Optimization exercise on an open flow, not production practice. RTL: at most simulated, not proved equivalent. Function not checked: runs 1 to 7. Power: default activity.

**design/flow/flow/run.sh**
```bash
#!/bin/bash
# Standard layout, with plain buffers on the ports.
cp standard.sh standard_sh_copy.txt
export BUFFER_PORTS_ARGS="-buffer_cell sky130_fd_sc_hd__buf_2"
bash standard.sh > standard.log 2>&1
```
**design/flow/standard.sh**
```bash
#!/bin/bash
# synth_recipe.tcl (not shown) runs the flow's synth.tcl, then flattens the netlist and writes it again
# the make line also repeats each setting of config.mk as NAME=value (left out here)
make -C /OpenROAD-flow-scripts/flow DESIGN_CONFIG=/design/flow/config.mk WORK_HOME=/design/flow/orfs CLKGATE_MAP_FILE= SYNTH_SCRIPT=/design/flow/synth_recipe.tcl "${@:-finish}"
```
**design/flow/config.mk**
```make
export PLATFORM = sky130hd
export DESIGN_NAME = cache_controller
export DESIGN_NICKNAME = cache_controller
export VERILOG_FILES = /design/flow/design.v
export SDC_FILE = /design/flow/constraint.sdc
export NUM_CORES = 4
export LEC_CHECK = 0
export CAP_MARGIN = 20
export CORE_MARGIN = 2
export CORE_UTILIZATION = 40
export SETUP_SLACK_MARGIN = 3.1
export SLEW_MARGIN = 20
```
**design/flow/constraint.sdc**
```tcl
create_clock -name core_clock -period 6.0 [get_ports {clk}]
set_input_delay 1.2000 -clock core_clock [delete_from_list [all_inputs] [get_ports {clk}]]
set_output_delay 1.2000 -clock core_clock [all_outputs]
set_load 0.01 [all_outputs]
```
**design/flow/design.v**
```verilog
module cache_controller(
    input  logic         clk,
    input  logic         rst_n,
    input  logic         read_req,      
    input  logic         write_req,     
    input  logic         cache_flush,   
    input  logic [31:0]  p_addr,        
    output logic [31:0]  m_addr,        
    input  logic [31:0]  p_w_data,      
    output logic [31:0]  p_r_data,      
    input  logic [127:0] m_r_data,      
    output logic [127:0] m_w_data,      
    input  logic         main_mem_ack,  
    output logic         mem_write,     
    output logic         mem_read,      
    output logic         stall,         
    output logic         p_ready        
);
    logic [127:0] line;     
    logic [27:0]  tag;      
    logic         valid;
    logic         dirty;
    logic         hit_r;    
    logic         rd_r;     
    logic         wr_r;     
    logic         fl_r;     
    logic [3:0]   ws_r;     
    logic         rw, idle, hit, fill_done;
    logic [3:0]   word;     
    logic [3:0]   wsel;     
    logic [3:0]   fsel;     
    logic [3:0]   hold;     
    logic [127:0] line_d;
    assign rw   = read_req | write_req;
    assign idle = !hit_r && !rd_r && !wr_r;
    assign hit  = valid && (tag == p_addr[31:4]);
    assign fill_done = rd_r && main_mem_ack;
    assign mem_write = wr_r;
    assign mem_read  = rd_r;
    assign m_addr    = {(wr_r ? tag : p_addr[31:4]), 4'b0000};
    assign m_w_data  = line;
    assign p_ready = hit_r || (main_mem_ack && (rd_r || fl_r)) || (cache_flush && idle && !dirty);
    assign stall   = (read_req | write_req | cache_flush) & ~p_ready;
    always_comb begin
        p_r_data = 32'd0;
        for (int k = 0; k < 4; k++)
            p_r_data = p_r_data
                     | ({32{ws_r[k] &  rd_r}} & m_r_data[32*k +: 32])
                     | ({32{ws_r[k] & ~rd_r}} & line[32*k +: 32]);
    end
    always_comb begin
        for (int k = 0; k < 4; k++) begin
            word[k] = (p_addr[3:2] == 2'(k));
            wsel[k] = write_req && word[k] && ((idle && hit) || fill_done);
            fsel[k] = fill_done && !wsel[k];
            hold[k] = !wsel[k] && !fill_done;
            line_d[32*k +: 32] = ({32{hold[k]}} & line[32*k +: 32])
                               | ({32{wsel[k]}} & p_w_data)
                               | ({32{fsel[k]}} & m_r_data[32*k +: 32]);
        end
    end
    always_ff @(posedge clk) begin
        line <= line_d;
        if (fill_done)
            tag <= p_addr[31:4];
        if (idle)
            ws_r <= word;
    end
    always_ff @(posedge clk or negedge rst_n) begin
        if (!rst_n) begin
            valid <= 1'b0;
            dirty <= 1'b0;
            hit_r <= 1'b0;
            rd_r  <= 1'b0;
            wr_r  <= 1'b0;
            fl_r  <= 1'b0;
        end else begin
            hit_r <= 1'b0;
            if (idle) begin
                if (rw) begin
                    if (hit) begin
                        hit_r <= 1'b1;
                        if (write_req)
                            dirty <= 1'b1;
                    end else if (dirty) begin
                        wr_r <= 1'b1;
                    end else begin
                        rd_r <= 1'b1;
                    end
                end else if (cache_flush && dirty) begin
                    wr_r <= 1'b1;
                    fl_r <= 1'b1;
                end
            end
            if (wr_r && main_mem_ack) begin
                wr_r  <= 1'b0;
                fl_r  <= 1'b0;
                dirty <= 1'b0;
                rd_r  <= !fl_r;
            end
            if (fill_done) begin
                rd_r  <= 1'b0;
                valid <= 1'b1;
                dirty <= write_req;
            end
        end
    end
endmodule
```
==> impl_metrics.yaml, run 1 <==
yosys:
  ys_ff_latch: 166
  yosys.cell_types.count: 46
  synth_area_per_cell_um2: 10.6
  synth_top_family_by_area: "compound AO/OA/AOI/OAI gates"
  yosys.area_share.adder_pct: 0
  syn_area_um2: 8470
  synth_compound_area_share_pct: 29.8
  yosys.cell_count.top_type: "or3_1"
  synth_common_cells: "or3_1, dfxtp_1, o221a_2, a22oi_1, clkbuf_1"
  yosysTopAreaCell: "dfxtp_1"
  ys_warn_count: 1
  synth-xor-area-share_pct: 2.07
  async_reset_ff_share_pct: 3.61
  synth_edf_count: 32
  synth-simple-area-share_pct: 15.1
  synth.top_cell.area_share_pct: 30.2
  yosysSeqAreaShare_pct: 43.4
  synth.mux.area_fraction_pct: 5.05
  synth_ff_type: "dfxtp_1"
  syn_inst: 803
  synth_area_leaders: "dfxtp_1, o221a_2, edfxtp_1, a22oi_1, or3_1"
timing:
  worst_slack_ps: 2580
  setup_viol: 0
  fin_crit_ps: 3420
  hold_slack_ps: 542
  drv_slew: 0
  relSlewSlack_pct: 47.3
  worst_pin_slew_ps: 790
  fin_crit_sh_pct: 57.0
  setup_tns_ps: 0
  finalHoldViolations: 0
  grt_setup_unrepaired: "true"
  fmax_mhz: 292
  skew_ps: 13.4
cells_and_area:
  fin_nets: 1474
  finish.utilization_pct: 72.6
  drive_gt1_share_pct: 63.8
  syn_to_final_growth_pct: 78.9
  fin_cells: 1569
place:
  dp_cells: 1401
  hpwl_mm: 24.8
  place.gp.congestion: 0.825
  portBuffers: 387
  pre_cts_ws_ps: 1750
die:
  pin_count: 394
  coreArea_um2: 20900
  die_x_um: 150
  die-area_um2: 22400
  start_util_pct: 40.6
  die_h_um: 150
  num_rows: 53
power_and_ir_drop:
  pwr_density_cell_nw_per_um2: 555
  seqPwrFrac_pct: 26.3
  swShare_pct: 40.3
  p_switching_mw: 3.39
  p_leak_nw: 6.17
  pwr-share-comb_pct: 60.5
  ir_drop_v: 0.000349
  internal-power_mw: 5.02
  clkPwrFrac_pct: 13.2
global_route:
  grt_max_degree: 74
  antenna_found_initial: 7
  grt_pass1_wl_mm: 62.2
  track_usage_pct: 37.5
  gr-total-overflow: 0
  grt_pass1_vias: 9811
clock_tree:
  clk_pin_slew_worst_paths_ps: 70
  clock-root-buffer: "clkbuf_16"
  cts.path.max_buffers: 2
  cts_hold_buffers: 0
  h-tree-depth: 4
  insertion_delay_ps: 430
  clock-sinks: 166
  cts_tree: "done"
  cts_made_buffers: 17
setup_path:
  cpPeakStageDelay_ps: 620
  worst_path_max_delay_cell: "and2_2"
  r2r_cells: 12
  start_kind: "flop"
  crit_type: "reg2out"
  r2r_slack_ps: 3120
  r2r_start: "rd_r"
  cp-end-kind: "output port"
  path_max_fanout: 15
  critPathTopFamily: "simple AND/OR/NAND/NOR gates"
  timing.rr.end: "line[105]"
  cp.buffers_inverters: 2
  cp_cell_sequence: "buf_4 > and2_2 > a22oi_1 > nand4_1 > buf_2"
  crit_required_ps: 4800
  crit_arrival_ps: 2220
detailed_routing:
  wl_mm: 45.5
  firstDrtPassIters: 6
  drtIter0Drc: 860
  via_per_inst: 6.47
  vias: 10200
  wl_per_cell_um: 29.0
  drc: 0
  ant_nets: 0
job:
  max_cap_viol_count: 0
min_path:
  whs_path_depth: 1
  holdPathEnd: "valid"
  hold_class: "reg2reg"
  hold_start: "valid"
outcome:
  status: "no timing/DRC/antenna violations"
power by group through the flow:
| stage | registers, mW | logic, mW | clock network, mW |
|---|---|---|---|
| after floorplan | 2.21 | 1.82 | 0 |
| after CTS | 2.11 | 4.44 | 1.11 |
| after global routing | 2.26 | 5.28 | 1.16 |
| final | 2.21 | 5.08 | 1.11 |
| after detailed placement | 2.15 | 3.27 | 0 |
| after global placement | 2.14 | 3.26 | 0 |
cells in the final DEF (no fill, tap or decap), types with 3 or more instances in the layout:
cell type / n
a22oi_2: 52
edfxtp_1: 32
or3_1: 128
o21ai_1: 3
nand4_1: 25
nand2b_1: 3
clkbuf_8: 4
dfxtp_1: 128
clkbuf_16: 22
nor2b_4: 8
buf_4: 51
dfrtp_1: 5
diode_2: 5
o221a_4: 128
mux2_4: 25
mux2_2: 13
xnor2_2: 4
buf_2: 336
nand2_1: 8
and2_4: 4
a222oi_1: 8
a21o_4: 6
nor2b_1: 5
conb_1: 4
buf_16: 10
clkinv_4: 4
nor2_1: 4
buf_12: 41
nor4_1: 3
buf_8: 13
nor3_1: 5
a22oi_1: 59
xor2_1: 15
buf_6: 71
o21ai_4: 4
nand3_1: 8
inv_1: 8
what timing repair did:
action,in CTS,in global routing
setup buffers,91,17
gates resized for setup,215,145
gates cloned,18,5
hold endpoints to repair,0,0
endpoints found under the setup margin,186,178
pin swaps,49,80
worst max-delay path by stage:
| stage | cells after the start | slack, ps | to | startpoint |
|---|---|---|---|---|
| floorplan | 7 | 2910 | line[100] | p_addr[25] |
| finish | 5 | 2580 | p_r_data[18] | rd_r |
| CTS | 5 | 2680 | p_r_data[0] | m_r_data[96] |
| global placement | 7 | 1760 | line[44] | p_addr[24] |
| detailed placement | 7 | 1750 | line[59] | p_addr[24] |
| global route | 5 | 2590 | p_r_data[18] | rd_r |
cells by family after synthesis:
logic type / Yosys count
other cells: 1
flops: 166
compound gates: 273
buf+inv: 95
mux: 38
simple gates: 210
xor+xnor: 20
metal layers:
metal / GRT usage [%] / share of wire (%) / vias up / wire length, µm
li1: - / - / 4312 / -
met1: 45.4 / 38 / 4960 / 17100
met2: 61.7 / 47 / 694 / 21300
met3: 11.8 / 11 / 180 / 4910
met4: 15.7 / 4.7 / 4 / 2140
met5: 0 / 0.040 / - / 18
per-stage QoR:
stage | area [µm²] | power, mW
floorplan | 8830 | 4.03
global placement | 10900 | 5.41
detailed placement | 10900 | 5.42
CTS | 13900 | 7.67
global route | 15200 | 8.70
finish | 15200 | 8.41
registers in the layout, indices dropped and copies added, names as in the netlist:
| name | count |
|---|---|
| tag | 28 |
| rd_r | 1 |
| hit_r | 1 |
| line | 128 |
| valid | 1 |
| ws_r | 4 |
| wr_r | 1 |
| dirty | 1 |
| fl_r | 1 |
layout make-up:
| class | instances | area (µm²) |
|---|---|---|
| multi-input cells | 553 | 6210 |
| well taps | 275 | 344 |
| diodes | 5 | 12.5 |
| clock buffers | 20 | 467 |
| fillers | 1490 | 5730 |
| clock inverters | 12 | 119 |
| flip-flops and latches | 166 | 3680 |
| repair buffers | 528 | 4290 |
| inverters | 10 | 40.0 |
==> inputs of run 2 (changes only) <==
==> design/flow/design.v (replaced) <==
module cache_controller(
    input  logic         clk,
    input  logic         rst_n,
    input  logic         read_req,      
    input  logic         write_req,     
    input  logic         cache_flush,   
    input  logic [31:0]  p_addr,        
    output logic [31:0]  m_addr,        
    input  logic [31:0]  p_w_data,      
    output logic [31:0]  p_r_data,      
    input  logic [127:0] m_r_data,      
    output logic [127:0] m_w_data,      
    input  logic         main_mem_ack,  
    output logic         mem_write,     
    output logic         mem_read,      
    output logic         stall,         
    output logic         p_ready        
);
    logic [127:0] line;     
    logic [27:0]  tag;      
    logic         valid;
    logic         dirty;
    logic         rw, hit, fill, fill_done;
    logic [3:0]   word;     
    logic [3:0]   wsel;     
    logic [3:0]   fsel;     
    logic [3:0]   hold;     
    logic [127:0] line_d;
    assign rw   = read_req | write_req;
    assign hit  = valid && (tag == p_addr[31:4]);
    assign fill = rw && !hit && !dirty;
    assign fill_done = fill && main_mem_ack;
    assign mem_write = dirty && ((rw && !hit) || cache_flush);
    assign mem_read  = fill;
    assign m_addr    = {(dirty ? tag : p_addr[31:4]), 4'b0000};
    assign m_w_data  = line;
    assign p_ready = (rw && hit) || fill_done || (cache_flush && (!dirty || main_mem_ack));
    assign stall   = (read_req | write_req | cache_flush) & ~p_ready;
    always_comb begin
        for (int k = 0; k < 4; k++) begin
            word[k] = (p_addr[3:2] == 2'(k));
            wsel[k] = write_req && word[k] && (hit || fill_done);
            fsel[k] = fill_done && !wsel[k];
            hold[k] = !wsel[k] && !fill_done;
        end
    end
    always_comb begin
        p_r_data = 32'd0;
        for (int k = 0; k < 4; k++)
            p_r_data = p_r_data
                     | ({32{word[k] &  main_mem_ack}} & m_r_data[32*k +: 32])
                     | ({32{word[k] & ~main_mem_ack}} & line[32*k +: 32]);
    end
    always_comb begin
        for (int k = 0; k < 4; k++)
            line_d[32*k +: 32] = ({32{hold[k]}} & line[32*k +: 32])
                               | ({32{wsel[k]}} & p_w_data)
                               | ({32{fsel[k]}} & m_r_data[32*k +: 32]);
    end
    always_ff @(posedge clk) begin
        line <= line_d;
        if (fill_done)
            tag <= p_addr[31:4];
    end
    always_ff @(posedge clk or negedge rst_n) begin
        if (!rst_n) begin
            valid <= 1'b0;
            dirty <= 1'b0;
        end else begin
            if (fill_done)
                valid <= 1'b1;
            if (mem_write && main_mem_ack)
                dirty <= 1'b0;
            else if (write_req && (hit || fill_done))
                dirty <= 1'b1;
        end
    end
endmodule
--- a/design/flow/config.mk
+++ b/design/flow/config.mk
@@ -10,3 +10,3 @@
 export CORE_UTILIZATION = 40
-export SETUP_SLACK_MARGIN = 3.1
+export SETUP_SLACK_MARGIN = 2.0
 export SLEW_MARGIN = 20
==> impl_metrics.yaml, run 2 <==
outcome:
  status: "no timing/DRC/antenna violations"
clock_tree:
  cts_hold_buffers: 0
  clock-sinks: 158
  h-tree-depth: 4
  clock-root-buffer: "clkbuf_16"
  cts.path.max_buffers: 2
  clk_pin_slew_worst_paths_ps: 60
  insertion_delay_ps: 430
  cts_made_buffers: 17
  cts_tree: "done"
cells_and_area:
  layout_common_cells: "buf_2, nand3_1, inv_1"
  reg_top3: "line (128), tag (28)"
  fin_nets: 1506
  largest_reg_flops: 128
  syn_to_final_growth_pct: 36.9
  layout_commonest_cell: "buf_2"
  top_register: "line"
  drive_gt1_share_pct: 39.9
  fillCellCount: 1990
power_and_ir_drop:
  p_leak_nw: 5.12
  seqPwrFrac_pct: 38.7
  swShare_pct: 37.9
  internal-power_mw: 2.74
  p_switching_mw: 1.67
  pwr_density_cell_nw_per_um2: 381
  ir_drop_v: 0.000184
  pwr-share-comb_pct: 36.1
  clkPwrFrac_pct: 25.2
detailed_routing:
  firstDrtPassIters: 6
  drc: 0
  wl_mm: 38.7
  via_per_inst: 6.03
  ant_nets: 0
  drtIter0Drc: 694
  vias: 9667
  wl_per_cell_um: 24.1
min_path:
  hold_class: "reg2reg"
global_route:
  grt_pass1_vias: 9217
  antenna_found_initial: 5
  gr-total-overflow: 0
  grt_max_degree: 58
  track_usage_pct: 32.8
  grt_pass1_wl_mm: 55.0
timing:
  setup_tns_ps: 0
  worst_pin_slew_ps: 1180
  relSlewSlack_pct: 21.4
  fmax_mhz: 255
  skew_ps: 12.6
  grt_setup_unrepaired: "true"
  fin_crit_sh_pct: 65.4
  worst_slack_ps: 2080
  setup_viol: 0
  finalHoldViolations: 0
  drv_slew: 0
  fin_crit_ps: 3920
yosys:
  syn_area_um2: 8460
  synth_edf_count: 28
  synth_area_per_cell_um2: 8.88
  synth_ff_type: "dfxtp_1"
  yosysSeqAreaShare_pct: 40.8
  synth_common_cells: "nand3_1, inv_1, dfxtp_1, o221ai_1, a22oi_1"
  yosysTopAreaCell: "dfxtp_1"
  synth.top_cell.area_share_pct: 30.3
  ys_warn_count: 1
  syn_inst: 953
  yosys.cell_count.top_type: "nand3_1"
  ys_ff_latch: 158
  yosys.cell_types.count: 36
  synth_area_leaders: "dfxtp_1, o221ai_1, edfxtp_1, nand3_1, a22oi_1"
  async_reset_ff_share_pct: 1.27
die:
  coreArea_um2: 20900
  die-area_um2: 22300
  start_util_pct: 40.5
  pin_count: 394
  die_x_um: 149
  die_h_um: 149
  num_rows: 53
setup_path:
  cp-end-kind: "output port"
  crit_arrival_ps: 2720
  r2r_slack_ps: 3020
  start_kind: "primary input"
  crit_required_ps: 4800
  path_max_fanout: 13
  crit_type: "in2out"
place:
  place.gp.congestion: 0.862
  portBuffers: 387
  hpwl_mm: 24.1
  pre_cts_ws_ps: 1190
job:
  max_cap_viol_count: 0
## run 2: final timing paths
path                              start           end  depth (start not counted)
setup / recovery           main_mem_ack  p_r_data[13]                          8
hold / removal                 line[46]      line[46]                          2
setup reg to reg                 tag[9]      line[86]                          8
hold reg to reg                line[46]      line[46]                          2
max in group asynchronous         rst_n         valid                          1
min in group asynchronous         rst_n         dirty                          1
## run 2: cells by family after synthesis
family | after synthesis | synth area share [%]
AO/OA/AOI/OAI | 267 | 26.6
XOR/XNOR | 28 | 2.90
buffers and inverters | 220 | 10.2
flip-flops | 158 | 40.8
multiplexers | 40 | 5.22
other | 1 | 0.0443
AND/OR/NAND/NOR | 239 | 14.2
## run 2: power by group through the flow
stage,registers [mW],clock network [mW],logic (mW)
floorplan,1.81,0,0.709
global placement,1.71,0,1.52
detailed placement,1.71,0,1.54
CTS,1.69,1.12,1.56
global route,1.74,1.16,1.73
finish,1.71,1.11,1.59
## run 2: layer usage
layer | vias to the layer above | track usage (%) | share of wire, %
li1 | 4329 | - | -
met3 | 90 | 7.41 | 10
met5 | - | 0 | 0
met2 | 606 | 53.9 | 47
met1 | 4642 | 41.0 | 39
met4 | 0 | 15.2 | 3.2
## run 2: worst max-delay path: stages
cell	delay, ps
clkbuf_4	220
buf_12	200
and2_1	160
buf_4	210
a22o_1	250
a221oi_1	210
nand3_1	110
buf_2	150
## run 2: per-stage QoR
| stage | util, % | area, µm² | instances | hold WS (ps) | power (mW) |
|---|---|---|---|---|---|
| after global routing | 55.4 | 11600 | 1600 | 514 | 4.64 |
| after floorplan | - | 8470 | 956 | 439 | 2.52 |
| after global placement | 50.8 | 10600 | 1543 | 462 | 3.24 |
| after CTS | 54.2 | 11300 | 1583 | 480 | 4.37 |
| after detailed placement | 50.8 | 10600 | 1543 | 464 | 3.25 |
| final | 55.4 | 11600 | 1602 | 518 | 4.41 |
## run 2: area by class of cell
type                    count  area [µm²]  share of cell area, %
multi-input cells         582        4390                   37.9
flip-flops and latches    158        3450                   29.8
repair buffers            419        2300                   19.9
inverters                 130         488                   4.21
clock buffers              19         433                   3.74
well taps                 275         344                   2.97
clock inverters            13         156                   1.35
diodes                      6        15.0                  0.130
## run 2: repair_timing
action | in CTS | in global routing
resized for setup | 14 | 14
setup buffers | 6 | 9
cloned | 2 | 3
pin swaps | 7 | 7
setup endpoints to repair | 30 | 92
==> inputs of run 3 (changes only) <==
--- a/design/flow/config.mk
+++ b/design/flow/config.mk
@@ -10,3 +10,3 @@
 export CORE_UTILIZATION = 40
-export SETUP_SLACK_MARGIN = 2.0
+export SETUP_SLACK_MARGIN = 2.6
 export SLEW_MARGIN = 20
==> impl_metrics.yaml, run 3 <==
yosys:
  yosys.cell_count.top_type: "nand3_1"
  async_reset_ff_share_pct: 1.27
  synth_edf_count: 28
  ys_warn_count: 1
  synth_ff_type: "dfxtp_1"
  yosysTopAreaCell: "dfxtp_1"
  yosysSeqAreaShare_pct: 40.8
  synth.top_cell.area_share_pct: 30.3
  syn_inst: 953
  synth_area_per_cell_um2: 8.88
  synth_common_cells: "nand3_1, inv_1, dfxtp_1, o221ai_1, a22oi_1"
  ys_ff_latch: 158
  yosys.cell_types.count: 36
  syn_area_um2: 8460
  synth_area_leaders: "dfxtp_1, o221ai_1, edfxtp_1, nand3_1, a22oi_1"
clock_tree:
  clock-root-buffer: "clkbuf_16"
  cts.path.max_buffers: 2
  cts_made_buffers: 17
  clk_pin_slew_worst_paths_ps: 60
  cts_hold_buffers: 0
  clock-sinks: 158
  insertion_delay_ps: 440
  cts_tree: "done"
  h-tree-depth: 4
timing:
  fin_crit_ps: 3800
  drv_slew: 0
  fmax_mhz: 263
  worst_pin_slew_ps: 1190
  grt_setup_unrepaired: "true"
  finalHoldViolations: 0
  skew_ps: 13.3
  setup_tns_ps: 0
  setup_viol: 0
  relSlewSlack_pct: 20.6
  fin_crit_sh_pct: 63.3
setup_path:
  crit_required_ps: 4800
  crit_type: "in2out"
  cp-end-kind: "output port"
  start_kind: "primary input"
  crit_arrival_ps: 2600
  path_max_fanout: 3
  r2r_cells: 8
global_route:
  gr-total-overflow: 0
  grt_max_degree: 65
  antenna_found_initial: 2
  grt_pass1_vias: 9857
  track_usage_pct: 36.2
  grt_pass1_wl_mm: 60.2
min_path:
  whs_path_depth: 1
  hold_class: "reg2reg"
cells_and_area:
  reg_top3: "line (128), tag (28)"
  layout_commonest_cell: "buf_2"
  syn_to_final_growth_pct: 54.3
  layout_common_cells: "buf_2, nand3_1, inv_1"
  largest_reg_flops: 128
  finish.utilization_pct: 62.5
  drive_gt1_share_pct: 48.1
  fin_nets: 1583
  top_register: "line"
detailed_routing:
  drc: 0
  drtIter0Drc: 910
  vias: 10300
  via_per_inst: 6.15
  wl_per_cell_um: 25.9
  firstDrtPassIters: 7
  ant_nets: 0
  wl_mm: 43.4
die:
  die_h_um: 149
  num_rows: 53
  coreArea_um2: 20900
  die-area_um2: 22300
  die_x_um: 149
  start_util_pct: 40.5
  pin_count: 394
outcome:
  status: "no timing/DRC/antenna violations"
place:
  hpwl_mm: 24.0
  place.gp.congestion: 0.830
  portBuffers: 387
job:
  max_cap_viol_count: 0
power_and_ir_drop:
  pwr_density_cell_nw_per_um2: 348
  ir_drop_v: 0.000178
  p_leak_nw: 5.79
[run 3: report_power, final]
part	internal [mW]	switching, mW
Clock	0.575	0.492
Sequential	1.42	0.313
Combinational	0.776	0.962
[run 3: final cells by class]
cell class,count,area [µm²]
Sequential cell,158,3450
Antenna cell,2,5.00
Inverter,130,488
Timing Repair Buffer,488,3330
Fill cell,1791,7830
Multi-Input combinational cell,590,4880
Tap cell,275,344
Clock buffer,17,425
Clock inverter,15,138
[run 3: critical path, stage by stage]
cell and delay (ps):
buf_2 120, xnor2_1 160, nand4_1 160, nor4_4 340, buf_4 200, nand2_4 60, a21oi_4 150, nor2_2 50
buf_2 140
[run 3: metrics by stage]
step | std cells | worst slack [ps] | total power [mW] | instance area (µm²) | hold slack (ps)
after global placement | 1541 | 1410 | 3.25 | 10700 | 453
after global routing | 1675 | 2140 | 4.75 | 13100 | 499
after floorplan | 956 | 2540 | 2.54 | 8730 | 439
final | 1675 | 2200 | 4.54 | 13100 | 483
after detailed placement | 1542 | 1490 | 3.27 | 10700 | 457
after CTS | 1654 | 2220 | 4.44 | 12600 | 472
[run 3: layer usage]
layer	wire length, µm	up-vias	part of all wire [%]	GRT usage, %
li1	-	4510	-	-
met1	16100	4925	37	42.8
met2	20200	731	47	59.9
met3	5100	141	12	11.0
met4	1890	0	4.4	17.2
met5	0	-	0	0
[run 3: what timing repair did]
item	in CTS	in global routing
buffers inserted	66	15
pin swaps	53	60
setup endpoints to repair	111	175
gates resized for setup	103	67
cloned	14	4
[run 3: kinds of logic (layout without fill, tap and decap cells)]
logic type	Yosys count	count (layout)	share of synthesized area, %
flops	158	158	40.8
mux	40	40	5.22
simple gates	239	248	14.2
other cells	1	6	0.0443
buf+inv	220	650	10.2
compound gates	267	270	26.6
xor+xnor	28	28	2.90
[run 3: final timing paths]
kind	slack, ps	start	to
setup / recovery	2200	p_addr[8]	mem_write
hold / removal	480	valid	valid
setup reg to reg	2950	tag[5]	line[58]
hold reg to reg	480	valid	valid
max in group asynchronous	5360	rst_n	valid
min in group asynchronous	540	rst_n	dirty
==> inputs of run 4 (changes only) <==
--- a/design/flow/design.v
+++ b/design/flow/design.v
@@ -22,2 +22,4 @@
     logic         dirty;
+    logic         rd_r;     
+    logic         wr_r;     
     logic         rw, hit, fill, fill_done;
@@ -31,3 +33,3 @@
     assign fill = rw && !hit && !dirty;
-    assign fill_done = fill && main_mem_ack;
+    assign fill_done = rd_r && main_mem_ack;
     assign mem_write = dirty && ((rw && !hit) || cache_flush);
@@ -36,3 +38,3 @@
     assign m_w_data  = line;
-    assign p_ready = (rw && hit) || fill_done || (cache_flush && (!dirty || main_mem_ack));
+    assign p_ready = (rw && hit) || fill_done || (cache_flush && (!dirty || (wr_r && main_mem_ack)));
     assign stall   = (read_req | write_req | cache_flush) & ~p_ready;
@@ -50,4 +52,4 @@
             p_r_data = p_r_data
-                     | ({32{word[k] &  main_mem_ack}} & m_r_data[32*k +: 32])
-                     | ({32{word[k] & ~main_mem_ack}} & line[32*k +: 32]);
+                     | ({32{word[k] &  rd_r}} & m_r_data[32*k +: 32])
+                     | ({32{word[k] & ~rd_r}} & line[32*k +: 32]);
     end
@@ -68,6 +70,10 @@
             dirty <= 1'b0;
+            rd_r  <= 1'b0;
+            wr_r  <= 1'b0;
         end else begin
+            rd_r  <= mem_read && !main_mem_ack;
+            wr_r  <= mem_write && !main_mem_ack;
             if (fill_done)
                 valid <= 1'b1;
-            if (mem_write && main_mem_ack)
+            if (wr_r && main_mem_ack)
                 dirty <= 1'b0;
--- a/design/flow/config.mk
+++ b/design/flow/config.mk
@@ -10,3 +10,3 @@
 export CORE_UTILIZATION = 40
-export SETUP_SLACK_MARGIN = 2.6
+export SETUP_SLACK_MARGIN = 2.0
 export SLEW_MARGIN = 20
==> impl_metrics.yaml, run 4 <==
clock_tree:
  cts.path.max_buffers: 2
  cts_made_buffers: 17
  cts_tree: "done"
  h-tree-depth: 4
  clock-root-buffer: "clkbuf_16"
  clock-sinks: 160
  cts_hold_buffers: 0
  clk_pin_slew_worst_paths_ps: 60
  insertion_delay_ps: 430
setup_path:
  crit_type: "in2out"
  cp-end-kind: "output port"
  cp_cell_sequence: "buf_6 > nor2b_2 > nor2b_4 > buf_4 > a22oi_1 > o211ai_1 > a221o_1 > buf_2"
  cpPeakStageDelay_ps: 330
  path_max_fanout: 31
  worst_path_max_delay_cell: "a221o_1"
  critPathTopFamily: "buffers and inverters"
  crit_required_ps: 4800
  start_kind: "primary input"
  cp.buffers_inverters: 3
  crit_arrival_ps: 2720
cells_and_area:
  fin_cells: 1452
  top_register: "line"
  layout_common_cells: "buf_2, or3_1, o221a_1, dfxtp_1, a22oi_1"
  layout_commonest_cell: "buf_2"
  reg_top3: "line (128), tag (28)"
  finish.utilization_pct: 54.3
  largest_reg_flops: 128
  syn_to_final_growth_pct: 33.2
  fin_nets: 1357
  drive_gt1_share_pct: 43.7
place:
  hpwl_mm: 24.3
  place.gp.congestion: 0.827
  pre_cts_ws_ps: 1440
  dp_cells: 1408
  portBuffers: 387
detailed_routing:
  wl_mm: 36.8
  ant_nets: 0
  wl_per_cell_um: 25.3
  vias: 9101
  drc: 0
  via_per_inst: 6.27
  drtIter0Drc: 683
  firstDrtPassIters: 5
die:
  pin_count: 394
  die-area_um2: 22700
  die_h_um: 151
  die_x_um: 151
  num_rows: 53
  coreArea_um2: 21100
  start_util_pct: 40.8
yosys:
  synth_area_leaders: "dfxtp_1, o221a_1, edfxtp_1, or3_1, a22oi_1"
  synth_ff_type: "dfxtp_1"
  syn_inst: 811
  synth_area_per_cell_um2: 10.6
  yosys.cell_types.count: 48
  syn_area_um2: 8600
  yosys.cell_count.top_type: "or3_1"
  yosysSeqAreaShare_pct: 40.7
  synth_common_cells: "or3_1, dfxtp_1, o221a_1, a22oi_1, clkbuf_1"
  async_reset_ff_share_pct: 2.50
  synth.top_cell.area_share_pct: 29.8
  yosysTopAreaCell: "dfxtp_1"
  ys_ff_latch: 160
  ys_warn_count: 1
  synth_edf_count: 28
global_route:
  gr-total-overflow: 0
  grt_max_degree: 79
  track_usage_pct: 31.3
  grt_pass1_wl_mm: 53.6
  antenna_found_initial: 7
  grt_pass1_vias: 8988
timing:
  worst_pin_slew_ps: 996
  finalHoldViolations: 0
  grt_setup_unrepaired: "true"
  skew_ps: 11.2
  fmax_mhz: 255
  fin_crit_sh_pct: 65.3
  worst_slack_ps: 2080
  relSlewSlack_pct: 33.6
  drv_slew: 0
  setup_viol: 0
  fin_crit_ps: 3920
  setup_tns_ps: 0
min_path:
  hold_class: "reg2reg"
power_and_ir_drop:
  p_leak_nw: 4.49
  p_total_mw: 5.33
  pwr_density_cell_nw_per_um2: 465
  ir_drop_v: 0.000201
job:
  max_cap_viol_count: 0
outcome:
  status: "no timing/DRC/antenna violations"
## run 4: changes by cell type after synthesis, sizes merged, moves of 6 or more
cell,before,now
nand2,44,20
a221oi,17,0
o221a,0,128
a22o,19,0
a22oi,79,99
nand4,16,35
o21ai,2,12
inv,130,3
or3,0,129
o221ai,132,0
buf,30,36
nand3,147,3
a21oi,11,4
## run 4: cell type report
type,count,area [µm²]
Clock inverter,9,120
Sequential cell,160,3510
Inverter,3,16.3
Timing Repair Buffer,417,2180
Clock buffer,22,507
Antenna cell,6,15.0
Fill cell,1989,9630
Tap cell,275,344
Multi-Input combinational cell,560,4760
## run 4: logic make-up (layout without fill, tap and decap cells)
kind of cell           Yosys count  after routing  synth area share, %
AND/OR/NAND/NOR                222            222                 15.5
flip-flops                     160            160                 40.7
other                            1             10               0.0436
AO/OA/AOI/OAI                  261            261                 28.7
buffers and inverters           94            451                 5.94
multiplexers                    45             45                 6.26
XOR/XNOR                        28             28                 2.85
## run 4: path summary, 6_finish.rpt
kind	start	end	slack [ps]	cells past startpoint
worst max-delay path	p_addr[3]	p_r_data[10]	2080	8
worst min-delay path	line[126]	line[126]	540	1
worst max register to register	rd_r	line[117]	3070	4
worst min register to register	line[126]	line[126]	540	1
max in group asynchronous	rst_n	rd_r	5290	1
min in group asynchronous	rst_n	wr_r	570	1
## run 4: stage by stage
step | area (µm²) | hold WS [ps]
floorplan | 8610 | 458
global placement | 10600 | 526
detailed placement | 10600 | 527
CTS | 11400 | 545
global route | 11500 | 557
finish | 11500 | 545
## run 4: what timing repair did
item / in CTS / in global routing
gates resized for setup: 23 / 10
cloned: 0 / 0
pin swaps: 2 / 6
endpoints found under the setup margin: 35 / 23
buffers inserted: 5 / 2
## run 4: layer usage
layer,GRT usage [%],part of all wire (%),vias to the layer above
met2,51.4,48,614
met4,11.4,2.1,2
li1,-,-,4028
met3,6.94,11,69
met5,0,0.035,-
met1,40.4,39,4388
## run 4: where the power goes
part           internal [mW]  leakage (nW)  total, mW  switching, mW
Combinational           1.10          2.81       2.18           1.08
Clock                  0.689         0.304       1.16          0.473
Sequential              1.57          1.38       1.99          0.419
==> inputs of run 5 (changes only) <==
--- a/design/flow/config.mk
+++ b/design/flow/config.mk
@@ -10,3 +10,3 @@
 export CORE_UTILIZATION = 40
-export SETUP_SLACK_MARGIN = 2.0
+export SETUP_SLACK_MARGIN = 2.4
 export SLEW_MARGIN = 20
==> impl_metrics.yaml, run 5 <==
die:
  coreArea_um2: 21100
  pin_count: 394
  die_h_um: 151
  die-area_um2: 22700
  die_x_um: 151
  num_rows: 53
  start_util_pct: 40.8
clock_tree:
  cts.path.max_buffers: 2
  clk_pin_slew_worst_paths_ps: 60
  cts_made_buffers: 17
  h-tree-depth: 4
  clock-root-buffer: "clkbuf_16"
  cts_hold_buffers: 0
  cts_tree: "done"
  insertion_delay_ps: 420
  clock-sinks: 160
outcome:
  status: "no timing/DRC/antenna violations"
yosys:
  yosysTopAreaCell: "dfxtp_1"
  synth-xor-area-share_pct: 2.85
  synth-simple-area-share_pct: 15.5
  syn_area_um2: 8600
  synth.mux.area_fraction_pct: 6.26
  synth_common_cells: "or3_1, dfxtp_1, o221a_1, a22oi_1, clkbuf_1"
  ys_warn_count: 1
  yosys.cell_count.top_type: "or3_1"
  ys_ff_latch: 160
  synth_top_family_by_area: "compound AO/OA/AOI/OAI gates"
  syn_inst: 811
  synth_compound_area_share_pct: 28.7
  yosysSeqAreaShare_pct: 40.7
  async_reset_ff_share_pct: 2.50
  synth_ff_type: "dfxtp_1"
  synth_area_leaders: "dfxtp_1, o221a_1, edfxtp_1, or3_1, a22oi_1"
  synth.top_cell.area_share_pct: 29.8
  yosys.area_share.adder_pct: 0
  synth_area_per_cell_um2: 10.6
  yosys.cell_types.count: 48
  synth_edf_count: 28
setup_path:
  critPathTopFamily: "simple AND/OR/NAND/NOR gates"
  cpPeakStageDelay_ps: 320
  crit_arrival_ps: 2610
  crit_type: "in2out"
  worst_path_max_delay_cell: "nor4_1"
  crit_required_ps: 4800
  path_max_fanout: 3
  cp-end-kind: "output port"
  cp_cell_sequence: "buf_2 > xnor2_1 > nand4_1 > nor4_1 > and2_4 > nor2_1 > o21a_1 > buf_6"
  cp.buffers_inverters: 2
  start_kind: "primary input"
  r2r_slack_ps: 2900
global_route:
  use_met2_pct: 52.2
  use_met3_pct: 6.76
  grt_max_degree: 80
  antenna_found_initial: 6
  grt_busiest_layer: "met2"
  grt_pass1_vias: 8797
  grt_pass1_wl_mm: 54.0
  gr-total-overflow: 0
  use_met1_pct: 41.8
  track_usage_pct: 31.9
place:
  place.gp.congestion: 0.855
  hpwl_mm: 24.3
  portBuffers: 387
detailed_routing:
  vias: 9094
  via_per_inst: 6.17
  drc: 0
  wl_per_cell_um: 26.0
  drtIter0Drc: 646
  firstDrtPassIters: 5
  wl_mm: 38.3
  ant_nets: 0
cells_and_area:
  layout_common_cells: "buf_2, or3_1, o221a_1, dfxtp_1, a22oi_1"
  drive_gt1_share_pct: 47.7
  fin_nets: 1378
  layout_commonest_cell: "buf_2"
  largest_reg_flops: 128
  reg_top3: "line (128), tag (28)"
  top_register: "line"
  fillCellCount: 1930
  syn_to_final_growth_pct: 40.4
timing:
  finalHoldViolations: 0
  fin_crit_ps: 3810
  fin_crit_sh_pct: 63.4
  grt_setup_unrepaired: "true"
  worst_pin_slew_ps: 1050
  fmax_mhz: 263
  setup_viol: 0
  setup_tns_ps: 0
  drv_slew: 0
  skew_ps: 11.1
  relSlewSlack_pct: 30.3
power_and_ir_drop:
  ir_drop_v: 0.000192
  swShare_pct: 37.8
  clkPwrFrac_pct: 18.9
  seqPwrFrac_pct: 37.5
  p_switching_mw: 2.00
  pwr-share-comb_pct: 43.6
  p_leak_nw: 4.74
  internal-power_mw: 3.29
  pwr_density_cell_nw_per_um2: 438
  p_total_mw: 5.28
min_path:
  hold_class: "reg2reg"
job:
  max_cap_viol_count: 0
run 5: cell types whose count changed in the layout (fill, tap and decap cells not counted), moves of 5 or more:
cell	delta
a22oi_1	-19
buf_4	+5
xnor2_1	-14
clkinv_2	+7
xnor2_2	+8
a22oi_2	+19
buf_6	+12
buf_2	-12
buf_12	+9
xnor2_4	+6
run 5: worst paths after layout:
path,from,endpoint,cells past startpoint
worst max-delay path,p_addr[17],mem_write,8
worst max register to register,rd_r,line[111],5
min in group asynchronous,rst_n,wr_r,1
max in group asynchronous,rst_n,rd_r,1
worst min register to register,line[81],line[81],1
worst min-delay path,line[81],line[81],1
run 5: through the flow:
stage                     instance area (µm²)  instances  hold slack [ps]  setup slack (ps)  util (%)
after floorplan                          8610        814              458              2390         -
after global placement                  10600       1408              522              1630      50.3
after detailed placement                10600       1408              531              1640      50.3
after CTS                               11600       1457              547              2210      55.1
after global routing                    12100       1472              561              2140      57.2
final                                   12100       1475              553              2190      57.2
run 5: metal layers:
metal,wire (µm),vias to the layer above
met2,18100,552
met1,15600,4397
met4,933,0
met3,3710,77
li1,-,4068
met5,0,-
run 5: power by group through the flow:
| stage | Clock, mW | Combinational (mW) | Sequential (mW) |
|---|---|---|---|
| detailed placement | 0 | 2.17 | 1.97 |
| floorplan | 0 | 1.05 | 2.09 |
| CTS | 1.01 | 2.23 | 1.97 |
| global route | 1.06 | 2.46 | 2.04 |
| global placement | 0 | 2.15 | 1.98 |
| finish | 0.999 | 2.30 | 1.98 |
run 5: final cells by class:
type	instances	area, µm²	share of cell area (%)
multi-input combinational	560	5030	41.7
clock inverter	11	65.1	0.539
inverter	3	13.8	0.114
clock buffer	20	459	3.80
antenna	8	20.0	0.166
sequential	160	3510	29.1
timing repair buffer	438	2630	21.8
tap	275	344	2.85
run 5: timing repair:
| action | 4_1_cts | 5_1_grt |
|---|---|---|
| setup endpoints to repair | 36 | 28 |
| setup buffers | 16 | 9 |
| gates cloned | 2 | 1 |
| resized for setup | 67 | 57 |
| pin swaps | 10 | 24 |
run 5: cells by family (layout without fill, tap and decap cells):
logic type | after synthesis | count (layout)
compound gates | 261 | 261
simple gates | 222 | 222
flops | 160 | 160
buf+inv | 94 | 472
mux | 45 | 45
xor+xnor | 28 | 28
other cells | 1 | 12
run 5: worst register-to-register path, delay by kind of cell, from the launching register on:
kind                   cells  cell delay, ps
AO/OA/AOI/OAI              2            1240
flip-flops                 1             720
buffers and inverters      2             620
AND/OR/NAND/NOR            1             460
==> inputs of run 6 (changes only) <==
--- a/design/flow/design.v
+++ b/design/flow/design.v
@@ -18,2 +18,3 @@
 );
+    localparam PB = 2;      
     logic [127:0] line;     
@@ -22,5 +23,8 @@
     logic         dirty;
+    logic         cont_r;   
+    logic         match_r;  
     logic         rd_r;     
     logic         wr_r;     
-    logic         rw, hit, fill, fill_done;
+    logic [3:0]   ws_r;     
+    logic         rw, hit, miss, fill_done, wb_done;
     logic [3:0]   word;     
@@ -31,11 +35,19 @@
     assign rw   = read_req | write_req;
-    assign hit  = valid && (tag == p_addr[31:4]);
-    assign fill = rw && !hit && !dirty;
+    assign hit  = cont_r && match_r;
+    assign miss = !(valid && (tag[PB-1:0] == p_addr[PB+3:4])) || (cont_r && !match_r);
     assign fill_done = rd_r && main_mem_ack;
-    assign mem_write = dirty && ((rw && !hit) || cache_flush);
-    assign mem_read  = fill;
+    assign wb_done   = wr_r && main_mem_ack;
+    assign mem_write = dirty && ((rw && miss) || cache_flush);
+    assign mem_read  = rw && !dirty && miss;
     assign m_addr    = {(dirty ? tag : p_addr[31:4]), 4'b0000};
     assign m_w_data  = line;
-    assign p_ready = (rw && hit) || fill_done || (cache_flush && (!dirty || (wr_r && main_mem_ack)));
+    assign p_ready = (rw && hit) || fill_done || (cache_flush && (!dirty || wb_done));
     assign stall   = (read_req | write_req | cache_flush) & ~p_ready;
+    always_comb begin
+        p_r_data = 32'd0;
+        for (int k = 0; k < 4; k++)
+            p_r_data = p_r_data
+                     | ({32{ws_r[k] &  rd_r}} & m_r_data[32*k +: 32])
+                     | ({32{ws_r[k] & ~rd_r}} & line[32*k +: 32]);
+    end
     always_comb begin
@@ -46,13 +58,2 @@
             hold[k] = !wsel[k] && !fill_done;
-        end
-    end
-    always_comb begin
-        p_r_data = 32'd0;
-        for (int k = 0; k < 4; k++)
-            p_r_data = p_r_data
-                     | ({32{word[k] &  rd_r}} & m_r_data[32*k +: 32])
-                     | ({32{word[k] & ~rd_r}} & line[32*k +: 32]);
-    end
-    always_comb begin
-        for (int k = 0; k < 4; k++)
             line_d[32*k +: 32] = ({32{hold[k]}} & line[32*k +: 32])
@@ -60,5 +61,8 @@
                                | ({32{fsel[k]}} & m_r_data[32*k +: 32]);
+        end
     end
     always_ff @(posedge clk) begin
-        line <= line_d;
+        line    <= line_d;
+        match_r <= valid && (tag == p_addr[31:4]);
+        ws_r    <= word;
         if (fill_done)
@@ -68,12 +72,14 @@
         if (!rst_n) begin
-            valid <= 1'b0;
-            dirty <= 1'b0;
-            rd_r  <= 1'b0;
-            wr_r  <= 1'b0;
+            valid  <= 1'b0;
+            dirty  <= 1'b0;
+            cont_r <= 1'b0;
+            rd_r   <= 1'b0;
+            wr_r   <= 1'b0;
         end else begin
-            rd_r  <= mem_read && !main_mem_ack;
-            wr_r  <= mem_write && !main_mem_ack;
+            cont_r <= stall;
+            rd_r   <= mem_read && !main_mem_ack;
+            wr_r   <= mem_write && !main_mem_ack;
             if (fill_done)
                 valid <= 1'b1;
-            if (wr_r && main_mem_ack)
+            if (wb_done)
                 dirty <= 1'b0;
--- a/design/flow/config.mk
+++ b/design/flow/config.mk
@@ -10,3 +10,3 @@
 export CORE_UTILIZATION = 40
-export SETUP_SLACK_MARGIN = 2.4
+export SETUP_SLACK_MARGIN = 2.5
 export SLEW_MARGIN = 20
==> impl_metrics.yaml, run 6 <==
outcome:
  status: "no timing/DRC/antenna violations"
yosys:
  syn_inst: 909
  synth.top_cell.area_share_pct: 31.0
  async_reset_ff_share_pct: 3.01
  synth_ff_type: "dfxtp_1"
  ys_ff_latch: 166
  ys_warn_count: 1
  yosys.cell_types.count: 42
  synth_area_leaders: "dfxtp_1, mux2i_1, edfxtp_1, a22oi_1, a21oi_1"
  yosys.cell_count.top_type: "dfxtp_1"
  syn_area_um2: 8580
  yosysSeqAreaShare_pct: 42.3
  synth_edf_count: 28
  yosysTopAreaCell: "dfxtp_1"
  synth_common_cells: "dfxtp_1, a21oi_1, nor2_1, mux2i_1, a22oi_1"
  synth_area_per_cell_um2: 9.44
timing:
  finalHoldViolations: 0
  drv_slew: 0
  fmax_mhz: 292
  grt_setup_unrepaired: "false"
  setup_tns_ps: 0
  setup_viol: 0
  skew_ps: 12.5
  fin_crit_ps: 3420
  hold_slack_ps: 456
  relSlewSlack_pct: 33.9
  fin_crit_sh_pct: 57.1
  worst_pin_slew_ps: 991
clock_tree:
  cts_made_buffers: 17
  insertion_delay_ps: 430
  cts.path.max_buffers: 2
  h-tree-depth: 4
  clk_pin_slew_worst_paths_ps: 70
  cts_tree: "done"
  clock-sinks: 166
  cts_hold_buffers: 0
  clock-root-buffer: "clkbuf_16"
detailed_routing:
  wl_met1_mm: 14.1
  drc: 0
  wl_mm: 35.7
  drtIter0Drc: 709
  via_per_inst: 5.70
  ant_nets: 0
  wl_per_cell_um: 22.9
  top_layer: "met4"
  wl_met3_mm: 3.64
  met2_length_mm: 16.9
  firstDrtPassIters: 7
  vias: 8878
setup_path:
  start_kind: "flop"
  worst_path_max_delay_cell: "dfrtp_4"
  r2r_slack_ps: 3380
  critPathTopFamily: "flip-flops"
  cpPeakStageDelay_ps: 510
  crit_required_ps: 4800
  timing.rr.end: "line[85]"
  crit_arrival_ps: 2220
  crit_type: "reg2out"
  cp-end-kind: "output port"
  r2r_start: "rd_r"
  cp.buffers_inverters: 2
  r2r_cells: 7
  cp_cell_sequence: "buf_8 > and2_4 > a222oi_1 > and3_1 > o21ai_0 > buf_2"
  path_max_fanout: 17
die:
  num_rows: 53
  start_util_pct: 40.8
  die_h_um: 150
  pin_count: 394
  die_x_um: 150
  die-area_um2: 22600
  coreArea_um2: 21000
cells_and_area:
  top_register: "line"
  multi_input_area_um2: 4600
  largest_reg_flops: 128
  fillCellCount: 1988
  layout_commonest_cell: "buf_2"
  fin_nets: 1462
  drive_gt1_share_pct: 39.8
  regArea_um2: 3640
  layout_common_cells: "buf_2, dfxtp_1, nor2_1"
  syn_to_final_growth_pct: 33.7
  reg_top3: "line (128), tag (28), ws_r (4)"
  postLayoutCellArea_um2: 11500
job:
  max_cap_viol_count: 0
place:
  place.gp.congestion: 0.838
  hpwl_mm: 23.1
  portBuffers: 387
  place_area_um2: 10600
power_and_ir_drop:
  clkPwrFrac_pct: 21.6
  ir_drop_v: 0.000265
  seqPwrFrac_pct: 36.7
  swShare_pct: 38.3
  p_leak_nw: 5.07
  p_total_mw: 5.46
  p_switching_mw: 2.09
  pwr-share-comb_pct: 41.7
  internal-power_mw: 3.37
  pwr_density_cell_nw_per_um2: 477
min_path:
  whs_path_depth: 1
  holdPathEnd: "dirty"
  hold_class: "reg2reg"
  hold_start: "wr_r"
global_route:
  gr-total-overflow: 0
  grt_pass1_wl_mm: 50.7
  track_usage_pct: 30.1
  grt_max_degree: 80
  antenna_found_initial: 3
  grt_pass1_vias: 8432
==> run 6: stage by stage <==
stage	setup WS (ps)	utilization, %	cells
floorplan	2810	-	912
global placement	2130	50.4	1508
detailed placement	2120	50.4	1508
CTS	2510	54.1	1547
global route	2500	54.5	1555
finish	2580	54.5	1557
==> run 6: worst max-delay path by stage <==
stage	cells past startpoint	slack (ps)	from	to
floorplan	5	2810	main_mem_ack	stall
global placement	6	2130	rd_r	p_r_data[31]
detailed placement	6	2120	rd_r	p_r_data[31]
CTS	7	2510	main_mem_ack	stall
global route	6	2500	rd_r	p_r_data[5]
finish	6	2580	rd_r	p_r_data[31]
==> run 6: power groups by stage <==
stage,combinational [mW],sequential (mW),clock (mW)
final,2.28,2.00,1.18
after global routing,2.48,2.06,1.25
after CTS,2.27,2.00,1.20
after detailed placement,2.22,2.02,0
after global placement,2.20,2.02,0
after floorplan,1.06,2.15,0
==> run 6: cell families after synthesis <==
kind of cell    count (synthesis)  synth area share, %
compound gates                258                 20.5
xor+xnor                       28                 2.86
buf+inv                        82                 5.12
flops                         166                 42.3
mux                           142                 17.2
other cells                     1               0.0437
simple gates                  232                 11.9
==> run 6: repair_timing <==
item,in CTS,in global routing
cloned,2,2
pin swaps,1,2
endpoints found under the hold margin,0,0
gates resized for setup,18,5
endpoints found under the setup margin,34,19
buffers inserted,5,3
==> run 6: area by class of cell <==
type / count / share of cell area, %
multi-input combinational: 666 / 40.2
sequential: 166 / 31.7
timing repair buffer: 411 / 19.4
clock buffer: 19 / 3.96
tap: 275 / 3.00
clock inverter: 13 / 1.47
inverter: 2 / 0.142
antenna: 5 / 0.109
==> run 6: routing by layer <==
metal	global-route usage, %	vias to the layer above
met5	0	-
met3	7.52	68
met2	49.3	479
li1	-	4134
met4	12.9	0
met1	37.6	4197
==> inputs of run 7 (changes only) <==
--- a/design/flow/config.mk
+++ b/design/flow/config.mk
@@ -10,3 +10,3 @@
 export CORE_UTILIZATION = 40
-export SETUP_SLACK_MARGIN = 2.5
+export SETUP_SLACK_MARGIN = 2.8
 export SLEW_MARGIN = 20
==> impl_metrics.yaml, run 7 <==
place:
  hpwl_mm: 23.1
  portBuffers: 387
  place.gp.congestion: 0.838
die:
  die_h_um: 150
  start_util_pct: 40.8
  num_rows: 53
  coreArea_um2: 21000
  die_x_um: 150
  pin_count: 394
  die-area_um2: 22600
yosys:
  synth_ff_type: "dfxtp_1"
  yosys.cell_count.top_type: "dfxtp_1"
  synth.top_cell.area_share_pct: 31.0
  synth_common_cells: "dfxtp_1, a21oi_1, nor2_1, mux2i_1, a22oi_1"
  synth_area_leaders: "dfxtp_1, mux2i_1, edfxtp_1, a22oi_1, a21oi_1"
  syn_area_um2: 8580
  async_reset_ff_share_pct: 3.01
  ys_warn_count: 1
  ys_ff_latch: 166
  yosysSeqAreaShare_pct: 42.3
  yosys.cell_types.count: 42
  syn_inst: 909
  synth_edf_count: 28
  synth_area_per_cell_um2: 9.44
  yosysTopAreaCell: "dfxtp_1"
global_route:
  track_usage_pct: 31.0
  grt_pass1_wl_mm: 52.2
  grt_pass1_vias: 8598
  grt_max_degree: 80
  antenna_found_initial: 3
  gr-total-overflow: 0
timing:
  finalHoldViolations: 0
  fmax_mhz: 296
  fin_crit_sh_pct: 56.4
  worst_pin_slew_ps: 985
  setup_tns_ps: 0
  skew_ps: 10.7
  drv_slew: 0
  fin_crit_ps: 3380
  setup_viol: 0
  relSlewSlack_pct: 34.2
  grt_setup_unrepaired: "true"
cells_and_area:
  fin_nets: 1498
  largest_reg_flops: 128
  syn_to_final_growth_pct: 41.1
  drive_gt1_share_pct: 42.8
  reg_top3: "line (128), tag (28), ws_r (4)"
  layout_commonest_cell: "buf_2"
  fillCellCount: 1925
  top_register: "line"
  layout_common_cells: "buf_2, dfxtp_1, mux2i_1, a21oi_1, nor2_1"
setup_path:
  worst_path_max_delay_cell: "a222oi_1"
  cpPeakStageDelay_ps: 280
  crit_arrival_ps: 2180
  start_kind: "primary input"
  path_max_fanout: 2
  crit_type: "in2out"
  cp_cell_sequence: "buf_6 > mux2_4 > a222oi_1 > o2111ai_1 > buf_2"
  r2r_slack_ps: 3230
  critPathTopFamily: "compound AO/OA/AOI/OAI gates"
  crit_required_ps: 4800
  cp.buffers_inverters: 2
  cp-end-kind: "output port"
power_and_ir_drop:
  pwr_density_cell_nw_per_um2: 463
  p_total_mw: 5.61
  p_leak_nw: 5.38
  ir_drop_v: 0.000265
clock_tree:
  h-tree-depth: 4
  clk_pin_slew_worst_paths_ps: 60
  clock-sinks: 166
  cts_tree: "done"
  clock-root-buffer: "clkbuf_16"
  cts_made_buffers: 17
  cts.path.max_buffers: 2
  insertion_delay_ps: 430
detailed_routing:
  drc: 0
  vias: 9080
  wl_mm: 36.6
  via_per_inst: 5.70
  ant_nets: 0
  drtIter0Drc: 780
  firstDrtPassIters: 6
  wl_per_cell_um: 23.0
min_path:
  hold_class: "reg2reg"
outcome:
  status: "no timing/DRC/antenna violations"
job:
  max_cap_viol_count: 0
==> run 7: cell counts after synthesis <==
No cell type changed its count.
==> run 7: layout make-up <==
class / instances / area, µm² / area share, %
Clock buffer: 19 / 454 / 3.75
Antenna cell: 4 / 10.0 / 0.0827
Sequential cell: 166 / 3640 / 30.0
Timing Repair Buffer: 446 / 2730 / 22.6
Clock inverter: 13 / 169 / 1.40
Multi-Input combinational cell: 667 / 4740 / 39.2
Inverter: 2 / 16.3 / 0.134
Tap cell: 275 / 344 / 2.84
==> run 7: logic make-up after synthesis <==
family          synth area share, %
xor+xnor                       2.86
compound gates                 20.5
mux                            17.2
buf+inv                        5.12
simple gates                   11.9
other cells                  0.0437
flops                          42.3
==> run 7: through the flow <==
| step | instances | hold WS (ps) | cell area, µm² | util [%] | worst slack [ps] |
|---|---|---|---|---|---|
| 2_1_floorplan | 912 | 418 | 8590 | - | 2810 |
| 3_3_place_gp | 1508 | 433 | 10600 | 50.4 | 2130 |
| 3_5_place_dp | 1508 | 443 | 10600 | 50.4 | 2120 |
| 4_1_cts | 1580 | 455 | 11900 | 56.6 | 2620 |
| 5_1_grt | 1590 | 489 | 12100 | 57.6 | 2580 |
| 6_report | 1592 | 452 | 12100 | 57.6 | 2620 |
==> run 7: report_power, final <==
group | internal, mW | switching, mW | total, mW
Clock | 0.687 | 0.501 | 1.19
Combinational | 1.16 | 1.25 | 2.42
Sequential | 1.62 | 0.382 | 2.00
Total | 3.47 | 2.14 | 5.61
==> run 7: layer usage <==
metal	up-vias	wire length, µm	global-route usage [%]	part of all wire (%)
li1	4216	-	-	-
met1	4314	14700	39.5	40
met2	492	17600	51.2	48
met3	58	3440	7.55	9.4
met4	0	884	11.0	2.4
met5	-	0	0	0
==> run 7: timing repair <==
action,4_1_cts,5_1_grt
setup buffers,34,8
cloned,6,0
gates resized for setup,49,27
pin swaps,19,9
setup endpoints to repair,36,34
hold buffers,0,0
==> run 7: final timing paths <==
kind                               startpoint            to  cells after the start
worst max-delay path            m_r_data[118]  p_r_data[22]                      5
worst min-delay path                     wr_r         dirty                      1
worst max register to register           rd_r      line[85]                      9
worst min register to register           wr_r         dirty                      1
max in group asynchronous               rst_n          rd_r                      1
min in group asynchronous               rst_n        cont_r                      1
==> inputs of run 8 (changes only) <==
--- a/design/flow/design.v
+++ b/design/flow/design.v
@@ -18,3 +18,3 @@
 );
-    localparam PB = 2;      
+    localparam PB = 3;      
     logic [127:0] line;     
@@ -27,3 +27,4 @@
     logic         wr_r;     
-    logic [3:0]   ws_r;     
+    logic [3:0]   selm_r;   
+    logic [3:0]   sell_r;   
     logic         rw, hit, miss, fill_done, wb_done;
@@ -49,4 +50,4 @@
             p_r_data = p_r_data
-                     | ({32{ws_r[k] &  rd_r}} & m_r_data[32*k +: 32])
-                     | ({32{ws_r[k] & ~rd_r}} & line[32*k +: 32]);
+                     | ({32{selm_r[k]}} & m_r_data[32*k +: 32])
+                     | ({32{sell_r[k]}} & line[32*k +: 32]);
     end
@@ -66,3 +67,4 @@
         match_r <= valid && (tag == p_addr[31:4]);
-        ws_r    <= word;
+        selm_r  <= word & {4{mem_read && !main_mem_ack}};
+        sell_r  <= word & {4{!(mem_read && !main_mem_ack)}};
         if (fill_done)
--- a/design/flow/config.mk
+++ b/design/flow/config.mk
@@ -10,3 +10,3 @@
 export CORE_UTILIZATION = 40
-export SETUP_SLACK_MARGIN = 2.8
+export SETUP_SLACK_MARGIN = 2.5
 export SLEW_MARGIN = 20
==> impl_metrics.yaml, run 8 <==
outcome:
  status: "no timing/DRC/antenna violations"
cells_and_area:
  fin_cells: 1503
  postLayoutCellArea_um2: 11200
  fillCellCount: 1991
  layout_common_cells: "buf_2, dfxtp_1, a22oi_1"
  top_register: "line"
  drive_gt1_share_pct: 38.7
  reg_top3: "line (128), tag (28)"
  layout_commonest_cell: "buf_2"
  largest_reg_flops: 128
  syn_to_final_growth_pct: 33.0
  fin_nets: 1408
yosys:
  synth_ff_type: "dfxtp_1"
  yosys.cell_count.top_type: "dfxtp_1"
  yosys.cell_types.count: 37
  yosysTopAreaCell: "dfxtp_1"
  yosysSeqAreaShare_pct: 44.2
  synth_common_cells: "dfxtp_1, a22oi_1, mux2i_1, nand2_1, o21ai_0"
  synth_area_leaders: "dfxtp_1, mux2i_1, a22oi_1, edfxtp_1, a221o_1"
  syn_area_um2: 8400
  synth_edf_count: 28
  syn_inst: 865
  ys_warn_count: 1
  synth_area_per_cell_um2: 9.71
  async_reset_ff_share_pct: 2.94
  synth.top_cell.area_share_pct: 32.7
  ys_ff_latch: 170
global_route:
  use_met1_pct: 36.5
  grt_pass1_wl_mm: 49.1
  use_met2_pct: 49.1
  grt_busiest_layer: "met2"
  gr-total-overflow: 0
  grt_max_degree: 78
  antenna_found_initial: 5
  use_met3_pct: 6.45
  track_usage_pct: 29.0
  grt_pass1_vias: 8418
power_and_ir_drop:
  ir_drop_v: 0.000234
  internal-power_mw: 3.41
  seqPwrFrac_pct: 38.6
  p_switching_mw: 2.06
  pwr_density_cell_nw_per_um2: 490
  pwr-share-comb_pct: 38.8
  clkPwrFrac_pct: 22.5
  swShare_pct: 37.7
  p_leak_nw: 4.77
detailed_routing:
  wl_per_cell_um: 22.1
  ant_nets: 0
  wl_mm: 33.2
  drc: 0
  via_per_inst: 5.74
  drtIter0Drc: 497
  vias: 8625
  firstDrtPassIters: 6
timing:
  fin_crit_ps: 3390
  worst_pin_slew_ps: 1060
  grt_setup_unrepaired: "false"
  hold_slack_ps: 479
  worst_slack_ps: 2610
  setup_tns_ps: 0
  setup_viol: 0
  fmax_mhz: 295
  finalHoldViolations: 0
  drv_slew: 0
  relSlewSlack_pct: 29.3
  fin_crit_sh_pct: 56.5
  skew_ps: 13.5
setup_path:
  start_kind: "primary input"
  crit_required_ps: 4800
  crit_arrival_ps: 2190
  cp.buffers_inverters: 2
  cp_cell_sequence: "buf_2 > nor2_1 > o21ai_0 > a21o_1 > nor2_1 > buf_2"
  crit_type: "in2out"
  path_max_fanout: 9
  cp-end-kind: "output port"
  cpPeakStageDelay_ps: 180
  worst_path_max_delay_cell: "nor2_1"
  critPathTopFamily: "simple AND/OR/NAND/NOR gates"
die:
  die_h_um: 149
  pin_count: 394
  start_util_pct: 40.3
  num_rows: 53
  coreArea_um2: 20800
  die-area_um2: 22200
  die_x_um: 149
place:
  place_area_um2: 10500
  hpwl_mm: 22.2
  dp_cells: 1465
  pre_cts_ws_ps: 2530
  portBuffers: 387
  place.gp.congestion: 0.863
clock_tree:
  clock-sinks: 170
  post_cts_resized: 0
  cts_made_buffers: 17
  insertion_delay_ps: 430
  clock-root-buffer: "clkbuf_16"
  h-tree-depth: 4
  clk_pin_slew_worst_paths_ps: 70
  post-cts-setup-buffers: 0
  cts_tree: "done"
  cts.path.max_buffers: 2
  cts_hold_buffers: 0
min_path:
  hold_class: "reg2reg"
job:
  max_cap_viol_count: 0
[run 8: cell types whose count changed in the layout (fill, tap and decap cells not counted), moves of 31 or more]
cell / delta
nor2_1: -58
o21ai_0: +45
nand3_1: -59
nand4_1: +31
a21oi_1: -65
a22oi_1: +58
[run 8: path summary, 6_finish.rpt]
kind	start	end	slack, ps	depth (start not counted)
worst min register to register	valid	valid	480	1
worst max-delay path	write_req	stall	2610	6
worst min-delay path	valid	valid	480	1
max in group asynchronous	rst_n	dirty	5300	1
min in group asynchronous	rst_n	valid	570	1
worst max register to register	rd_r	line[61]	3690	5
[run 8: metal layers]
layer  up-vias  part of all wire, %
li1       4001                    -
met1      4101                   41
met2       458                   48
met3        63                  8.6
met4         2                  2.6
met5         -                0.039
[run 8: worst reg2reg max path, delay by kind of cell, from the launching register on]
family                 cells  cell delay (ps)
AND/OR/NAND/NOR            1              160
AO/OA/AOI/OAI              1               70
flip-flops                 1              410
multiplexers               1              300
buffers and inverters      2             1250
[run 8: metrics by stage]
stage	utilization [%]	power (mW)
after global placement	50.3	4.23
after CTS	53.5	5.49
after detailed placement	50.3	4.25
final	53.6	5.47
after floorplan	-	3.20
after global routing	53.6	5.79
[run 8: power by group through the flow]
stage	registers, mW	clock network (mW)	logic [mW]
finish	2.12	1.23	2.13
global route	2.17	1.30	2.31
CTS	2.10	1.25	2.14
detailed placement	2.12	0	2.13
global placement	2.12	0	2.11
floorplan	2.21	0	0.990
[run 8: logic make-up after synthesis]
| logic type | synth area share, % |
|---|---|
| AOI/OAI and AO/OA | 21.7 |
| DFF | 44.2 |
| other | 0.0446 |
| xor gates and xnor gates | 2.92 |
| and+or+nand+nor | 11.9 |
| muxes | 15.2 |
| buffers and inverters | 4.11 |
[run 8: area by class of cell]
| class | count | area [µm²] | share of cell area [%] |
|---|---|---|---|
| clock inverter | 14 | 218 | 1.95 |
| sequential | 170 | 3720 | 33.3 |
| timing repair buffer | 398 | 2030 | 18.1 |
| inverter | 2 | 12.5 | 0.112 |
| clock buffer | 18 | 439 | 3.93 |
| antenna | 5 | 12.5 | 0.112 |
| tap | 275 | 344 | 3.08 |
| multi-input combinational | 621 | 4400 | 39.4 |
Testbench counts of run 8, summed over its fixed seeds: cycles 67,648, items 12,008.
==> inputs of run 9 (changes only) <==
==> design/flow/flow/run.sh (replaced) <==
#!/bin/bash
# Standard layout, with plain buffers on the ports.
cp standard.sh standard_sh_copy.txt
export BUFFER_PORTS_ARGS="-buffer_cell sky130_fd_sc_hd__buf_1"
bash standard.sh > standard.log 2>&1
--- a/design/flow/config.mk
+++ b/design/flow/config.mk
@@ -9,3 +9,3 @@
 export CORE_MARGIN = 2
-export CORE_UTILIZATION = 40
+export CORE_UTILIZATION = 60
 export SETUP_SLACK_MARGIN = 2.5
==> impl_metrics.yaml, run 9 <==
outcome:
  status: "no timing/DRC/antenna violations"
yosys:
  synth_area_per_cell_um2: 9.71
  ys_warn_count: 1
  async_reset_ff_share_pct: 2.94
  syn_area_um2: 8400
  yosysTopAreaCell: "dfxtp_1"
  synth.top_cell.area_share_pct: 32.7
  syn_inst: 865
  synth_common_cells: "dfxtp_1, a22oi_1, mux2i_1, nand2_1, o21ai_0"
  synth_area_leaders: "dfxtp_1, mux2i_1, a22oi_1, edfxtp_1, a221o_1"
  ys_ff_latch: 170
  yosys.cell_types.count: 37
  synth_edf_count: 28
  yosysSeqAreaShare_pct: 44.2
  synth_ff_type: "dfxtp_1"
  yosys.cell_count.top_type: "dfxtp_1"
timing:
  skew_ps: 9.42
  relSlewSlack_pct: 27.6
  finalHoldViolations: 0
  worst_pin_slew_ps: 1080
  setup_tns_ps: 0
  grt_setup_unrepaired: "false"
  worst_slack_ps: 2530
  setup_viol: 0
  fin_crit_ps: 3470
  fmax_mhz: 288
  drv_slew: 0
  fin_crit_sh_pct: 57.9
cells_and_area:
  largest_reg_flops: 128
  fillCellCount: 1062
  fin_nets: 1416
  layout_common_cells: "buf_1, dfxtp_1, a22oi_1"
  reg_top3: "line (128), tag (28)"
  drive_gt1_share_pct: 7.31
  fin_cells: 1414
  syn_to_final_growth_pct: 25.7
  layout_commonest_cell: "buf_1"
  top_register: "line"
setup_path:
  cp_cell_sequence: "buf_4 > a22oi_1 > nand4_1 > buf_1"
  crit_start: "selm_r[3]"
  r2r_start: "rd_r"
  r2r_cells: 6
  worst_path_max_delay_cell: "dfxtp_1"
  crit_type: "reg2out"
  cp-end-kind: "output port"
  crit_required_ps: 4800
  path_max_fanout: 17
  crit_arrival_ps: 2270
  start_kind: "flop"
  cpPeakStageDelay_ps: 950
place:
  portBuffers: 387
  hpwl_mm: 20.9
  place.gp.congestion: 0.880
  dp_cells: 1375
  pre_cts_ws_ps: 2040
power_and_ir_drop:
  ir_drop_v: 0.000273
  p_total_mw: 5.16
  pwr_density_cell_nw_per_um2: 489
  p_leak_nw: 3.68
global_route:
  antenna_found_initial: 2
  grt_max_degree: 62
  track_usage_pct: 39.5
  gr-total-overflow: 0
  grt_pass1_wl_mm: 45.1
  grt_pass1_vias: 8261
detailed_routing:
  drtIter0Drc: 829
  drc: 0
  via_per_inst: 6.28
  wl_per_cell_um: 21.8
  vias: 8884
  wl_mm: 30.8
  firstDrtPassIters: 5
  ant_nets: 0
min_path:
  hold_class: "reg2reg"
  whs_path_depth: 1
  hold_start: "valid"
clock_tree:
  clock-sinks: 170
  cts_tree: "done"
  cts_made_buffers: 17
  h-tree-depth: 4
  clock-root-buffer: "clkbuf_16"
  cts.path.max_buffers: 2
  insertion_delay_ps: 440
  clk_pin_slew_worst_paths_ps: 60
die:
  coreArea_um2: 13800
  num_rows: 43
  die_x_um: 122
  die_h_um: 122
  die-area_um2: 15000
  start_util_pct: 61.0
  pin_count: 394
job:
  max_cap_viol_count: 0
## run 9: changes by cell type in the layout (fill, tap and decap cells not counted), moves of 5 or more
cell | before | now
buf_1 | 0 | 386
clkbuf_8 | 1 | 6
buf_4 | 10 | 17
clkinv_2 | 0 | 5
buf_2 | 387 | 0
## run 9: kinds of logic after synthesis
group | after synthesis | synth area share [%]
compound gates | 264 | 21.7
simple gates | 201 | 11.9
flops | 170 | 44.2
mux | 124 | 15.2
buf+inv | 77 | 4.11
xor+xnor | 28 | 2.92
other cells | 1 | 0.0446
## run 9: stage by stage
step	hold WS [ps]	utilization [%]	area [µm²]
detailed placement	479	71.9	9900
finish	492	76.6	10600
global placement	460	71.9	9900
global route	503	76.6	10600
floorplan	434	-	8410
CTS	493	76.2	10500
## run 9: worst paths after layout
| kind | end | slack [ps] |
|---|---|---|
| hold / removal | valid | 490 |
| min in group asynchronous | dirty | 610 |
| setup / recovery | p_r_data[1] | 2530 |
| setup reg to reg | line[92] | 3630 |
| hold reg to reg | valid | 490 |
| max in group asynchronous | cont_r | 5160 |
## run 9: worst max-delay path, delay by kind of cell (launching register included)
kind / cells / cell delay [ps]
AOI/OAI and AO/OA: 1 / 120
buffers and inverters: 2 / 660
DFF: 1 / 950
and+or+nand+nor: 1 / 110
## run 9: area by class of cell
class	instances	area, µm²	share of cell area [%]
Clock inverter	7	62.6	0.593
Clock buffer	25	515	4.88
Tap cell	180	225	2.13
Antenna cell	3	7.51	0.0711
Inverter	2	12.5	0.119
Multi-Input combinational cell	621	4400	41.7
Sequential cell	170	3710	35.2
Timing Repair Buffer	406	1620	15.3
## run 9: repair_timing
item	4_1_cts	5_1_grt
hold buffers	0	0
pin swaps	0	1
setup endpoints to repair	2	3
gates resized for setup	2	4
buffers inserted	0	2
## run 9: metal layers
layer  vias up  track usage [%]  part of all wire, %
li1       4009                -                    -
met3       109             11.4                   12
met5         -                0                    0
met2       650             65.4                   47
met4         0             18.6                  4.2
met1      4116             47.3                   36
## run 9: where the power goes
part           total, mW  internal, mW  switching [mW]
combinational       1.98         0.833            1.15
clock               1.08         0.634           0.448
sequential          2.10          1.66           0.435
total               5.16          3.13            2.03
